Context: an optimization exercise on an open-source flow, tuned for small area. The choices shown serve that exercise and are no tape-out recipe. The RTL was checked by simulation tests, not by an equivalence proof against the original design. Power figures rest on the tool's default switching activity, not on a simulated workload.

## vga_sprite_car_core
module vga_sprite_car_core
   #(parameter CD = 12,    
               ADDR_WIDTH = 13,
               KEY_COLOR = 0
   )
   (
    input  logic clk, reset,
    input  logic [10:0] x, y,
    input  logic cs,
    input  logic write,
    input  logic [13:0] addr,
    input  logic [31:0] wr_data,
    input  logic [11:0] si_rgb,
    output logic [11:0] so_rgb
   );
Settings: LEC_CHECK=0, ABC_AREA=1, CAP_MARGIN=10, CORE_MARGIN=2, CORE_UTILIZATION=40, PLACE_DENSITY=0.6, SLEW_MARGIN=10, SYNTH_MEMORY_MAX_BITS=16384; clock period 10.0 ns.
standard.sh (not shown) runs the stock make flow with config.mk's settings and CLKGATE_MAP_FILE= SYNTH_SCRIPT=/design/flow/synth_recipe.tcl, a recipe that flattens the netlist after the stock synthesis.
==> flow/flow/run.sh <==
#!/bin/bash
# The standard layout (standard.sh, the standard synthesis script included) with
# three changes made through ORFS's own variables:
#  - ABC maps the logic for area only (flow/abc_area.script: deepsyn, then
#    area-oriented &nf map with the delay target relaxed, no buffering or upsizing);
#  - clock tree synthesis without dummy loads;
#  - the port buffers are the smallest buffer cell.
# Registers are untouched: ABC runs without -dff, so the standard synthesis's
# flip-flops, their names and cell types, are kept.
set -euo pipefail
W=$PWD
rm -rf "$W/scripts_local"
cp -r "$FLOW_HOME/scripts" "$W/scripts_local"
cp "$W/flow/abc_area.script" "$W/scripts_local/abc_area.script"
export SCRIPTS_DIR="$W/scripts_local"
export CTS_ARGS="-sink_clustering_enable -repair_clock_nets -dont_use_dummy_load -buf_list sky130_fd_sc_hd__clkbuf_16 -sink_clustering_size 20 -sink_clustering_max_diameter 100"
export BUFFER_PORTS_ARGS="-buffer_cell sky130_fd_sc_hd__buf_1"
export GPL_KEEP_OVERFLOW=0
bash standard.sh > "$W/standard_flow.log" 2>&1
==> flow/flow/abc_area.script <==
strash
&get -n
&deepsyn -J 10 -T 900
&put
strash
&get -n
&nf -p -R 1000
&put
topo
buffer -c -N 12
dnsize -c
The baseline finished with timing, DRC and antenna clean.
Next try:
--- a/flow/flow/run.sh
+++ b/flow/flow/run.sh
@@ -17,3 +17,2 @@
 export BUFFER_PORTS_ARGS="-buffer_cell sky130_fd_sc_hd__buf_1"
-export GPL_KEEP_OVERFLOW=0
 bash standard.sh > "$W/standard_flow.log" 2>&1
--- a/flow/config.mk
+++ b/flow/config.mk
@@ -11,3 +11,5 @@
 export CORE_UTILIZATION = 40
+export GPL_TIMING_DRIVEN = 0
 export PLACE_DENSITY = 0.6
+export SETUP_SLACK_MARGIN = 0.3
 export SLEW_MARGIN = 10
Effect:
- The new run finished with timing, DRC and antenna clean
- die area is unchanged
- worst setup slack improves by 260 ps
- sequential share of layout area is lower by 0.64 points
- first-iteration DRC count is lower slightly


== v23 ==
vga_sprite_car_core, a different RTL version from the one above (not shown whole).
Size: roughly 3100 cells after synthesis, ~550 flip-flops, about 96 I/O pins, ~30000 um2 of cells after synthesis.
Settings: LEC_CHECK=0, ABC_AREA=1, CAP_MARGIN=0, CORE_MARGIN=2, CORE_UTILIZATION=40, CTS_BUF_LIST=sky130_fd_sc_hd__clkbuf_16, CTS_CLUSTER_DIAMETER=100, CTS_CLUSTER_SIZE=30, PLACE_DENSITY=0.6, SLEW_MARGIN=0, SYNTH_MEMORY_MAX_BITS=16384; clock period 10.0 ns.
run.sh (not shown) runs the stock make flow with config.mk's settings and CLKGATE_MAP_FILE= SYNTH_SCRIPT=/design/flow/synth_recipe.tcl, a recipe that flattens the netlist after the stock synthesis.
Stock flow here: none of the scripts above is used.
#### Input delta (v30 over v23)
- swapping 0 for 20 in SLEW_MARGIN
- swapping sky130_fd_sc_hd__clkbuf_16 for sky130_fd_sc_hd__clkbuf_8 in CTS_BUF_LIST
- swapping 0 for 20 in CAP_MARGIN
- clearing CTS_CLUSTER_DIAMETER, which used to be 100
- clearing CTS_CLUSTER_SIZE, which used to be 30
Results
Going from v23 to v30, wire length on met3 went up about 5.4%; setup slack of the critical path after layout rose 0.13 ns.
Going from v23 to v30, the non-clock buffer count was found to have gone up by 1.
Going from v23 to v30, area added between synthesis and finish grows by 3.8 points.
Relative to v23, clock tree cell share of total cell area increased by 3.3 points in v30.
Setup changes, v30 to v34
- CTS_BUF_LIST now sky130_fd_sc_hd__clkbuf_4, was sky130_fd_sc_hd__clkbuf_8
Findings:
Final standard cell utilization of the core in v34 is 0.29 points higher than in v30. v30 → v34: detailed-routing iteration count for the pre-antenna-repair pass +1, detail-routed net length per standard cell -1.6%.
Input changes introduced in v57 (baseline for comparison: v34):
- an added CTS_CLUSTER_DIAMETER of 100
- a change of SLEW_MARGIN from 20 to 0
- a change of CTS_BUF_LIST from sky130_fd_sc_hd__clkbuf_4 to sky130_fd_sc_hd__clkbuf_16
- an added CTS_CLUSTER_SIZE of 20
- a change of CAP_MARGIN from 20 to 0
- an added GPL_TIMING_DRIVEN of 0
==> flow/flow/run.sh (new file) <==
#!/bin/bash
# The standard layout (standard.sh, the standard synthesis script included) with
# three changes made through ORFS's own variables:
#  - ABC maps the logic for area only (flow/abc_area.script: deepsyn, then an
#    area-recovering map, no delay-driven buffering or upsizing);
#  - clock tree synthesis without dummy loads;
#  - the port buffers are the smallest buffer cell.
# Registers are untouched: ABC runs without -dff, so the standard synthesis's
# flip-flops, their names and cell types, are kept.
set -euo pipefail
W=$PWD
rm -rf "$W/scripts_local"
cp -r "$FLOW_HOME/scripts" "$W/scripts_local"
cp "$W/flow/abc_area.script" "$W/scripts_local/abc_area.script"
export SCRIPTS_DIR="$W/scripts_local"
export CTS_ARGS="-sink_clustering_enable -repair_clock_nets -dont_use_dummy_load -buf_list sky130_fd_sc_hd__clkbuf_16 -sink_clustering_size 20 -sink_clustering_max_diameter 100"
export BUFFER_PORTS_ARGS="-buffer_cell sky130_fd_sc_hd__buf_1"
bash standard.sh > "$W/standard_flow.log" 2>&1
==> flow/flow/abc_area.script (new file) <==
strash
&get -n
&deepsyn -T 60
&put
dch -f
map -a
topo
dnsize -c
==> flow/standard.sh (new file) <==
#!/bin/bash
# synth_recipe.tcl (not shown) runs the flow's synth.tcl, then flattens the netlist and writes it again
# the make line also repeats each setting of config.mk as NAME=value (left out here)
make -C /OpenROAD-flow-scripts/flow DESIGN_CONFIG=/design/flow/config.mk WORK_HOME=/design/flow/orfs CLKGATE_MAP_FILE= SYNTH_SCRIPT=/design/flow/synth_recipe.tcl "${@:-finish}"
removed: flow/run.sh
[summary]
- Compared with v34, cell area reported after detailed placement in v57 decreased by a little under 10%.
- v57: final antenna diode count 5 below v34
- The detailed-routed wire length on met2 of v57 exceeds that of v34 by 2.2%.
- Re core utilization: v57 is 1.2 points down on v34.
- Run comparison: v57 combinational family with the most area after synthesis compound AO/OA/AOI/OAI gates; v34 combinational family with the most area after synthesis simple AND/OR/NAND/NOR gates
- Setup slack: v57 less than v34
- The minimum period implied by the final worst setup slack of v57 exceeds that of v34 by 0.96 ns.
- Any difference in global-route wire length before repair between v34 and v57 is small enough to ignore.
- When v57 is measured against v34, its power density normalized to cell area turns out 12 nW/um2 lower.


## run 1
vga_sprite_car_core with an RTL version that a note above also has.
Size: about 2300 cells after synthesis, about 550 flip-flops, roughly 28000 um2 of cells after synthesis.
clock: 10.0 ns
lec_check: 0
abc_area: 1
cap_margin: 10
core_margin: 2
core_utilization: 40
gpl_timing_driven: 0
place_density: 0.6
setup_slack_margin: 0.3
slew_margin: 10
synth_memory_max_bits: 16384
standard.sh (not shown) runs the stock make flow with config.mk's settings and CLKGATE_MAP_FILE= SYNTH_SCRIPT=/design/flow/synth_recipe.tcl, a recipe that flattens the netlist after the stock synthesis.
==> flow/flow/run.sh <==
#!/bin/bash
# The standard layout (standard.sh, the standard synthesis script included) with
# three changes made through ORFS's own variables:
#  - ABC maps the logic for area only (flow/abc_area.script: deepsyn, then
#    area-oriented &nf map with the delay target relaxed, no buffering or upsizing);
#  - clock tree synthesis without dummy loads;
#  - the port buffers are the smallest buffer cell.
# Registers are untouched: ABC runs without -dff, so the standard synthesis's
# flip-flops, their names and cell types, are kept.
set -euo pipefail
W=$PWD
rm -rf "$W/scripts_local"
cp -r "$FLOW_HOME/scripts" "$W/scripts_local"
cp "$W/flow/abc_area.script" "$W/scripts_local/abc_area.script"
export SCRIPTS_DIR="$W/scripts_local"
export CTS_ARGS='-sink_clustering_enable -repair_clock_nets -dont_use_dummy_load -buf_list {sky130_fd_sc_hd__clkbuf_8 sky130_fd_sc_hd__clkbuf_16} -sink_clustering_size 20 -sink_clustering_max_diameter 100'
export BUFFER_PORTS_ARGS="-buffer_cell sky130_fd_sc_hd__buf_1"
bash standard.sh > "$W/standard_flow.log" 2>&1
==> flow/flow/abc_area.script <==
strash
&get -n
&deepsyn -J 10 -T 900
&put
strash
&get -n
&nf -p -R 1000
&put
topo
buffer -c -N 12
dnsize -c
Here is what was changed in the inputs of run 2 compared with run 1.
- SETUP_SLACK_MARGIN removed (was 0.3)
- GPL_TIMING_DRIVEN removed (was 0)
--- a/flow/flow/run.sh
+++ b/flow/flow/run.sh
@@ -16 +16 @@
-export CTS_ARGS='-sink_clustering_enable -repair_clock_nets -dont_use_dummy_load -buf_list {sky130_fd_sc_hd__clkbuf_8 sky130_fd_sc_hd__clkbuf_16} -sink_clustering_size 20 -sink_clustering_max_diameter 100'
+export CTS_ARGS="-sink_clustering_enable -repair_clock_nets -dont_use_dummy_load -buf_list sky130_fd_sc_hd__clkbuf_16 -sink_clustering_size 20 -sink_clustering_max_diameter 100"
--- outcome ---
There was hardly any difference in count of inverters not on the clock network in the layout between run 2 and run 1. In run 2, worst slew margin relative to its limit is higher than in run 1. The run with more setup slack is run 1; run 2 has less. Relative to run 1, the count of input and output buffers measured on run 2 has increased by more than 10%. On minimum clock period: run 2 sits above run 1. [compare] base=run 1 new=run 2: core utilization of the finished layout moved down, number of hold violations in the final report stayed essentially flat.
Here is what was changed in the inputs of run 3 compared with run 2.
--- a/flow/flow/abc_area.script
+++ b/flow/flow/abc_area.script
@@ -7 +7 @@
-&nf -p -R 1000
+&nf -p
==> results.txt <==
- Between run 3 and run 2, the difference in hold slack is negligible.
- Delta(number of global-route vias before repair, run 3 - run 2) > 0
- Routed wire length of run 3 exceeds that of run 2 by a little under 10%.
- From run 2 to run 3 the numbers moved as follows: highest attainable clock frequency up 10%; clock network fraction of design power down 0.3 points; number of gates on the worst path with buffers counted flat; global-route usage over all layers up 0.59 points; share of the cycle needed by the critical path after routing down 8.8 points.
- Relative to run 2, power share of the combinational group has gone up in run 3.
- Total power ended up about 1.8% higher on run 3 than on run 2.
Input changes introduced in run 4 (baseline for comparison: run 3):
--- a/flow/flow/abc_area.script
+++ b/flow/flow/abc_area.script
@@ -7 +7 @@
-&nf -p
+&nf -p -R 10
Findings:
- Delta(routed wire length, run 4 - run 3) > 0
- Summary: with run 3 as the reference, total power density per cell area in run 4 moved up by a few percent.
- Run 4 completed; timing, DRC and antenna clean
- Diff run 4..run 3 | overall via count from detail_route | negligible
- Run 4 ended up with a higher post-route clock period utilization than run 3 did.
- Run 4 vs run 3: clock buffer count up by more than 10%
- There was hardly any difference in setup-violating endpoint count in the final report between run 4 and run 3.
- Diff run 3 and run 4: global-route track usage on met3 higher in run 4

-- afterwards: timing with drivers on the ports --
The results above use ideal ports. As a check the final layouts listed here were re-extracted and re-timed, cells and wires unchanged. Step 1 sets driving cells, clkbuf_16 on the clock port and buf_2 on the other inputs (assumed; they add their load-dependent delay and slew). Step 2 also shifts input and output timing later by t, the mid clock arrival at the registers, as if the neighbouring blocks saw the same clock. Three values: ideal, step 1, step 2; two values: the first two.
run	t, ns	slack for setup (ns)	hold slack, ns
the first run of note 1	0.682	0.228 / 0.267 / -0.415	0.441 / 0.441 / 0.441
the second run of note 1	0.692	0.484 / 0.515 / -0.177	0.452 / 0.452 / 0.452
v23	0.653	0.954 / 0.954 / 0.301	0.445 / 0.445 / 0.445
v30	0.738	1.081 / 1.097 / 0.358	0.427 / 0.427 / 0.427
v34	1.043	1.364 / 1.384 / 0.340	0.434 / 0.434 / 0.434
v57	0.671	0.406 / 0.433 / -0.239	0.422 / 0.422 / 0.422
run 1	0.692	0.484 / 0.515 / -0.177	0.452 / 0.452 / 0.452
run 2	0.673	0.300 / 0.336 / -0.337	0.436 / 0.436 / 0.436
run 3	0.689	1.179 / 1.223 / 0.534	0.435 / 0.435 / 0.435
run 4	0.633	0.478 / 0.518 / -0.115	0.457 / 0.457 / 0.457
With both steps, setup timing fails in 6 of these runs, where it was met with ideal ports. For v34, which loses most, drivers alone change the setup slack by +0.020 ns; drivers and shift together by -1.024 ns.
